What follows belongs to an exercise in optimizing a design on an open flow for small area and a short achievable clock period; a production flow would make more cautious choices. The RTL was checked by simulation tests, not by an equivalence proof against the original design.

`flow/config.mk`:
```
export PLATFORM = sky130hd
export DESIGN_NAME = maxtrix
export DESIGN_NICKNAME = maxtrix
export VERILOG_FILES = /design/flow/design.v
export SDC_FILE = /design/flow/constraint.sdc
export NUM_CORES = 4
export LEC_CHECK = 0
export CAP_MARGIN = 20
export CORE_MARGIN = 2
export CORE_UTILIZATION = 40
export SLEW_MARGIN = 20
```
`flow/constraint.sdc`:
```
create_clock -name core_clock -period 13.0 [get_ports {clk}]
set_input_delay 2.6000 -clock core_clock [delete_from_list [all_inputs] [get_ports {clk}]]
set_output_delay 2.6000 -clock core_clock [all_outputs]
set_load 0.01 [all_outputs]
```
`flow/design.v`:
```
module fix_mult #(
  parameter INPUT_WIDTH  = 16             ,
  parameter OUTPUT_WIDTH = 2 * INPUT_WIDTH 
)
(
  input  [INPUT_WIDTH-1:0 ] multiplicand,  
  input  [INPUT_WIDTH-1:0 ] multiplier  ,  
  output [OUTPUT_WIDTH-1:0] result         
);
  logic [INPUT_WIDTH-1:0][OUTPUT_WIDTH-1:0] pre_result;  
  logic [INPUT_WIDTH-1:0][OUTPUT_WIDTH-1:0] sum       ;  
  logic [OUTPUT_WIDTH-1:0] multiplicand_ext;
  assign multiplicand_ext = OUTPUT_WIDTH'(multiplicand);
  genvar i;
  generate
    for (i = INPUT_WIDTH-1; i >= 0; i--) begin
      always_comb begin : proc_pre_result_iw_normal
        pre_result[i] = {OUTPUT_WIDTH{multiplier[i]}} & (multiplicand_ext << i);
      end
    end
  endgenerate
  assign sum[0] = pre_result[0];
  generate
    for (i = 1; i < INPUT_WIDTH; i++) begin
      assign sum[i] = pre_result[i] + sum[i-1];
    end
  endgenerate
  assign result = sum[INPUT_WIDTH-1];
endmodule
module maxtrix (
	input clk,     
	input [4:0] e12_in,e13_in,e14_in,e21_in,e23_in,e24_in,e31_in,e32_in,e34_in,
	input set,
	input start, 
	input rst_n,   
	input [31:0] xp,xs,xl,xti,
	output logic [7:0] xn,
	output logic done,
	output logic [31:0] xpn,xsn,xln,xtin
);
	localparam INPUT_WIDTH = 32;
	logic [31:0] M11,M22,M33,M44;
	logic [7:0] pre_M11,pre_M22,pre_M33,pre_M44;
	logic [6:0] sum_M1_1,sum_M2_1,sum_M3_1,sum_M4_1;
	logic [4:0] e12,e13,e14,e21,e23,e24,e31,e32,e34;
	assign sum_M1_1 = {1'b0,e12} + {1'b0,e13};
	assign pre_M11 = {1'b0,sum_M1_1} + {2'b00,e14};
	assign sum_M2_1 = {1'b0,e21} + {1'b0,e23};
	assign pre_M22 = {1'b0,sum_M2_1} + {2'b00,e24};
	assign sum_M3_1 = {1'b0,e31} + {1'b0,e32};
	assign pre_M33 = {1'b0,sum_M3_1} + {2'b00,e34};
	assign sum_M4_1 = {1'b0,e12} + {1'b0,e13};
	assign pre_M44 = {1'b0,sum_M4_1} + {2'b00,e14};
	assign M11 = (~{24'b0,pre_M11})+1'b1;
	assign M22 = (~{24'b0,pre_M22})+1'b1;
	assign M33 = (~{24'b0,pre_M33})+1'b1;
	assign M44 = (~{24'b0,pre_M44})+1'b1;
	logic [31:0] mult_result_11,mult_result_12,mult_result_13,mult_result_14;
	logic [31:0] add_result_11,add_result_12;
	logic [31:0] row1;
	fix_mult #(
		.INPUT_WIDTH (32),
		.OUTPUT_WIDTH(INPUT_WIDTH)
		)
	mult_row1_1 (
		.multiplier  (xp),
		.multiplicand(M11),
		.result      (mult_result_11)
		);
	fix_mult #(
		.INPUT_WIDTH (32),
		.OUTPUT_WIDTH(INPUT_WIDTH)
		)
	mult_row1_2 (
		.multiplier  (xs),
		.multiplicand({27'b0,e12}),
		.result      (mult_result_12)
		);
	fix_mult #(
		.INPUT_WIDTH (32),
		.OUTPUT_WIDTH(INPUT_WIDTH)
		)
	mult_row1_3 (
		.multiplier  (xl),
		.multiplicand({27'b0,e13}),
		.result      (mult_result_13)
		);
	fix_mult #(
		.INPUT_WIDTH (32),
		.OUTPUT_WIDTH(INPUT_WIDTH)
		)
	mult_row1_4 (
		.multiplier  (xti),
		.multiplicand({27'b0,e14}),
		.result      (mult_result_14)
		);
	assign add_result_11 = mult_result_11 + mult_result_12;
	assign add_result_12 = mult_result_13 + mult_result_14;
	assign row1 = add_result_11 + add_result_12;
	logic [31:0] mult_result_21,mult_result_22,mult_result_23,mult_result_24;
	logic [31:0] add_result_21,add_result_22;
	logic [31:0] row2;
	fix_mult #(
		.INPUT_WIDTH (32),
		.OUTPUT_WIDTH(INPUT_WIDTH)
		)
	mult_row2_1 (
		.multiplier  (xp),
		.multiplicand({27'b0,e21}),
		.result      (mult_result_21)
		);
	fix_mult #(
		.INPUT_WIDTH (32),
		.OUTPUT_WIDTH(INPUT_WIDTH)
		)
	mult_row2_2 (
		.multiplier  (xs),
		.multiplicand(M22),
		.result      (mult_result_22)
		);
	fix_mult #(
		.INPUT_WIDTH (32),
		.OUTPUT_WIDTH(INPUT_WIDTH)
		)
	mult_row2_3 (
		.multiplier  (xl),
		.multiplicand({27'b0,e23}),
		.result      (mult_result_23)
		);
	fix_mult #(
		.INPUT_WIDTH (32),
		.OUTPUT_WIDTH(INPUT_WIDTH)
		)
	mult_row2_4 (
		.multiplier  (xti),
		.multiplicand({27'b0,e24}),
		.result      (mult_result_24)
		);
	assign add_result_21 = mult_result_21 + mult_result_22;
	assign add_result_22 = mult_result_23 + mult_result_24;
	assign row2 = add_result_21 + add_result_22;
	logic [31:0] mult_result_31,mult_result_32,mult_result_33,mult_result_34;
	logic [31:0] add_result_31,add_result_32;
	logic [31:0] row3;
	fix_mult #(
		.INPUT_WIDTH (32),
		.OUTPUT_WIDTH(INPUT_WIDTH)
		)
	mult_row3_1 (
		.multiplier  (xp),
		.multiplicand({27'b0,e31}),
		.result      (mult_result_31)
		);
	fix_mult #(
		.INPUT_WIDTH (32),
		.OUTPUT_WIDTH(INPUT_WIDTH)
		)
	mult_row3_2 (
		.multiplier  (xs),
		.multiplicand({27'b0,e32}),
		.result      (mult_result_32)
		);
	fix_mult #(
		.INPUT_WIDTH (32),
		.OUTPUT_WIDTH(INPUT_WIDTH)
		)
	mult_row3_3 (
		.multiplier  (xl),
		.multiplicand(M33),
		.result      (mult_result_33)
		);
	fix_mult #(
		.INPUT_WIDTH (32),
		.OUTPUT_WIDTH(INPUT_WIDTH)
		)
	mult_row3_4 (
		.multiplier  (xti),
		.multiplicand({27'b0,e34}),
		.result      (mult_result_34)
		);
	assign add_result_31 = mult_result_31 + mult_result_32;
	assign add_result_32 = mult_result_33 + mult_result_34;
	assign row3 = add_result_31 + add_result_32;
	logic [31:0] mult_result_41,mult_result_42,mult_result_43,mult_result_44;
	logic [31:0] add_result_41,add_result_42;
	logic [31:0] row4;
	fix_mult #(
		.INPUT_WIDTH (32),
		.OUTPUT_WIDTH(INPUT_WIDTH)
		)
	mult_row4_1 (
		.multiplier  (xp),
		.multiplicand({27'b0,e12}),
		.result      (mult_result_41)
		);
	fix_mult #(
		.INPUT_WIDTH (32),
		.OUTPUT_WIDTH(INPUT_WIDTH)
		)
	mult_row4_2 (
		.multiplier  (xs),
		.multiplicand({27'b0,e13}),
		.result      (mult_result_42)
		);
	fix_mult #(
		.INPUT_WIDTH (32),
		.OUTPUT_WIDTH(INPUT_WIDTH)
		)
	mult_row4_3 (
		.multiplier  (xl),
		.multiplicand({27'b0,e14}),
		.result      (mult_result_43)
		);
	fix_mult #(
		.INPUT_WIDTH (32),
		.OUTPUT_WIDTH(INPUT_WIDTH)
		)
	mult_row4_4 (
		.multiplier  (xti),
		.multiplicand(M44),
		.result      (mult_result_44)
		);
	assign add_result_41 = mult_result_41 + mult_result_42;
	assign add_result_42 = mult_result_43 + mult_result_44;
	assign row4 = add_result_41 + add_result_42;
	logic [7:0] pre_xn;
	assign pre_xn = row1[7:0]^row2[7:0]^row3[7:0]^row4[7:0];
	always_ff @(posedge clk or negedge rst_n) begin : proc_xn
		if(~rst_n) begin
			xn <= 0;
			xpn <=0;
			xsn <= 0;
			xln <=0;
			xtin <= 0;
			done <=0;
		end else begin
			if (start) begin
				xn <= pre_xn;
				done <= 1;
				xpn <= row1[31:0];
				xsn <= row2[31:0];
				xln <= row3[31:0];
				xtin <= row4[31:0];
			end
			else
				begin
					xn <= xn;
				done <= 0;
				xpn <= xpn;
				xsn <= xsn;
				xln <= xln;
				xtin <= xtin;
				end
		end
	end
	always_ff @(posedge clk or negedge rst_n) begin : proc_e
		if(~rst_n) begin
			e12 <= 0;
			e13 <= 0;
			e14 <= 0;
			e21 <= 0;
			e23 <= 0;
			e24 <= 0;
			e31 <= 0;
			e32 <= 0;
			e34 <= 0;
		end else begin
			if (set) begin
				e12 <= e12_in;
				e13 <= e13_in;
				e14 <= e14_in;
				e21 <= e21_in;
				e23 <= e23_in;
				e24 <= e24_in;
				e31 <= e31_in;
				e32 <= e32_in;
				e34 <= e34_in;
			end
			else begin
				e12 <= e12;
				e13 <= e13;
				e14 <= e14;
				e21 <= e21;
				e23 <= e23;
				e24 <= e24;
				e31 <= e31;
				e32 <= e32;
				e34 <= e34;
			end
		end
	end
endmodule
```
`flow/run.sh`:
```
#!/bin/bash
# synth_recipe.tcl (not shown) runs the flow's synth.tcl, then flattens the netlist and writes it again
# the make line also repeats each setting of config.mk as NAME=value (left out here)
make -C /OpenROAD-flow-scripts/flow DESIGN_CONFIG=/design/flow/config.mk WORK_HOME=/design/flow/orfs CLKGATE_MAP_FILE= SYNTH_SCRIPT=/design/flow/synth_recipe.tcl finish
```
==> reports/metrics.csv <==
stage;metric;value;unit
outcome;run_status;timing/DRC/antenna clean;
timing;fin_ws;1470;ps
routing;final_antenna_net_count;0;
finish;layout-drive-gt1-share;0.0471;
routing;drcViolationCount;0;
cts;path_clk_slew;100;ps
timing;hold_viol_final;0;
synth;synth_top_family_by_area;adder cells;
worst_setup_path;path_delay_family;adder cells;
worst_setup_path;critPathRequiredTime;13540;ps
synth;synth_nets;15222;
synth;synth_xor_xnor_area_share;0.0332;
place;portBuffers;313;
synth;yosys.area_share.simple;0.142;
worst_setup_path;worstSetupPathType;reg -> reg;
hold_path;min-delay-path-class;reg -> reg;
cts;htree_levels;4;
timing;min_period;11530;ps
routing;via_per_inst;5.17;
worst_setup_path;cpPeakStageDelay;780;ps
global_routing;overflow;0;
timing;relSlewSlack;0.171;
routing;first_iter_violations;6430;
worst_setup_path;cpMaxStageDelayCell;a2111oi_0;
floorplan;rows;192;
cts;post-cts-setup-buffer-count;0;
worst_setup_path;path_max_fanout;24;
floorplan;die-area;278000;um2
cts;cts_sinks;182;
floorplan;die_h;527;um
finish;stdcell_count;15065;
global_routing;grt.total_usage;0.290;
flow_run;drv_cap;0;
synth;synth_ff_type;dfrtp_1;
global_routing;grt_max_degree;53;
timing;worst_pin_slew;1240;ps
synth;netlist_area;109000;um2
global_routing;grt_pass1_wl;580000;um
finish;area_growth;7.60;%
worst_setup_path;critPathCaptureType;flip-flop;
worst_setup_path;crit_path_frequent_cell;fa_1;
synth;synth_edf_count;0;
hold_path;min_from;xsn[1];
timing;setup_viol;0;
timing;finClkSkew;40.8;ps
worst_setup_path;setup.worst_path.start;e13[2];
cts;hold_buffers;0;
place;place.gp.congestion;0.986;
cts;cts_inserted_buffers;25;
synth;yosys_register_bits;182;
synth;synth_fa_ha_area_frac;0.630;
timing;finalCritPeriodShare;0.887;
routing;vias;77920;
timing;fmax;86.7;MHz
floorplan;core;273000;um2
synth;ys_async_sr_fraction;1.00;
finish;layout.nets;15233;
routing;drt-wirelength-per-cell;25.9;um
place;preCtsSetupSlack;1250;ps
cts;clockBufferDepth;3;
cts;clock_latency;640;ps
worst_setup_path;arrival;12070;ps
timing;finalSetupTns;0;ps
cts;cts_tree;yes;
worst_setup_path;path_buf_inv;5;
synth;synthCells;11417;
cts;cts_resized;0;
synth;synth_compound_area_frac;0.0177;
place;dpl.hpwl;326000;um
floorplan;fp.dieW;527;um
routing;dr.pass1.iters;6;
synth;ys_warn_count;2;
place;dp_cells;14990;
floorplan;ioPinCount;314;
global_routing;grt_antenna_before_repair;72;
worst_setup_path;rr_startpoint;e13[2];
cts;root_buffer;clkbuf_16;
floorplan;initial_utilization;0.401;
timing;whs;486;ps
finish;nFillCells;26758;
synth;synth.avg_cell_area;9.59;um2
synth;synth_mux_area_frac;0.0140;
synth;ys_seq_area_frac;0.0416;
global_routing;grt_pass1_vias;86344;
timing;rsz0062_at_grt;false;
routing;wirelength;391000;um
worst_setup_path;crit_path_start_kind;flip-flop;
synth;synth_cell_types;71;
timing;slew_violations;0;
[synthesized netlist by cell type, types with 3 or more instances]
master       n  area [um2]
nand2b_1    49         307
dfrtp_1    182        4550
nand3b_1     6        45.0
a2111o_1     4        45.0
mux2_2     135        1520
o211ai_1     3        22.5
clkbuf_1   610        2290
a31oi_1      4        25.0
xnor3_1     12         270
nand2_1   1822        6840
fa_1      3137       62800
nor2b_1     38         238
a31o_2       3        26.3
o41ai_1      3        26.3
a21oi_1     96         480
o21ai_1      5        25.0
buf_1        3        11.3
nand4_1      9        56.3
a211oi_1    14         105
xor2_1      58         508
and2_1    1193        7460
o21bai_1    17         128
or2_2        3        18.8
xnor2_1    319        2790
o31ai_1      8        60.1
a211o_1      3        26.3
nor3_1      14        70.1
or3_1        6        37.5
inv_1     2924       11000
ha_1       491        6140
nand3_1     18        90.1
a21o_1      43         323
and3_1       7        43.8
nor2_1      62         233
nor3b_1      5        37.5
o21a_1      15         113
o21ai_0     50         250
[cell families (layout without fill, tap and decap cells)]
| group | after synthesis | after routing |
|---|---|---|
| xor+xnor | 392 | 392 |
| buf+inv | 3538 | 3555 |
| fa+ha+maj | 3628 | 3628 |
| compound gates | 298 | 298 |
| flops | 182 | 182 |
| mux | 136 | 136 |
| other cells | 0 | 42 |
| simple gates | 3243 | 3243 |
[area by class of cell]
cell class / count / area [um2] / share of cell area
multi-input cells: 7697 / 91700 / 0.779
inverters: 2925 / 11000 / 0.0932
repair buffers: 597 / 5180 / 0.0440
flip-flops and latches: 182 / 4570 / 0.0388
well taps: 3589 / 4490 / 0.0381
clock buffers: 28 / 657 / 0.00558
diodes: 42 / 105 / 0.000893
clock inverters: 5 / 30.0 / 0.000255
[cell usage in the layout (no fill, tap or decap), drive strengths merged, types with 5 or more instances in the layout]
cell	n
or3	6
nor2b	38
mux2	135
xnor2	320
and2	1193
clkdlybuf4s50	272
o21a	15
a21oi	96
buf	324
nand3	18
nor3	14
dfrtp	182
a21o	43
nand2b	49
clkbuf	29
nor2	62
xnor3	13
nand4	9
inv	2925
o21bai	17
o31ai	8
xor2	59
o21ai	55
diode	42
fa	3137
ha	491
nand3b	6
nor3b	5
nand2	1822
a211oi	14
and3	7
[stage by stage]
stage / area (um2) / util
2_1_floorplan: 109000 / -
3_3_place_gp: 117000 / 0.429
3_5_place_dp: 117000 / 0.429
4_1_cts: 118000 / 0.431
5_1_grt: 118000 / 0.431
6_report: 118000 / 0.432
[path summary, 6_finish.rpt]
check | end | slack, ps | cells after the start
worst max register to register | xtin[30] | 1470 | 32
min in group asynchronous | xsn[16] | 1870 | 1
max in group asynchronous | xtin[28] | 9390 | 3
worst min-delay path | xsn[1] | 490 | 2
worst min register to register | xsn[1] | 490 | 2
worst max-delay path | xtin[30] | 1470 | 32
[registers in the layout, summed over array words and instances, names as in the netlist]
signal,count
xpn,32
e21,5
e24,5
xsn,32
e12,5
xln,32
e32,5
e14,5
done,1
e31,5
xn,8
e34,5
e23,5
xtin,32
e13,5
[tightest hold or removal path, delay by kind of cell (launching register included)]
kind	cells	cell delay (ps)
AO/OA/AOI/OAI	1	60
flip-flops	1	350
AND/OR/NAND/NOR	1	40
[layer usage]
metal  global-route usage  share of wire  wire length, um  vias to the layer above
met1                0.358           0.37           145000                    41379
met4                0.157          0.065            25500                       34
met5                    0        0.00056              218                        -
met3               0.0644          0.092            36000                      903
met2                0.474           0.47           184000                     3572
li1                     -              -                -                    32032

==> what the ideal ports hide <==
In the flow no input, the clock included, has a driving cell. The finished layout below was timed again as built, in two steps. Step 1 sets driving cells, clkbuf_16 on the clock port and buf_2 on the other inputs (assumed; they add their load-dependent delay and slew). Step 2 times the ports against the registers' clock, not the clock port: input delays grow and output delays shrink by t, the midpoint of the rising clock arrivals with the driver on. Slacks: no drivers / after step 1 / after step 2; pairs: no drivers / after step 1.
t, ns: 0.730
slack for setup (ns): 1.466 / 1.466 / 1.167
worst setup path at the end: input to register
latest minus earliest clock arrival (ns): 0.049 / 0.049
worst register clock-pin slew, ns: 0.10 / 0.10
After both steps setup and hold are still met in this run. For this run, drivers alone change the setup slack by 0.000 ns; drivers and shift together by -0.299 ns.
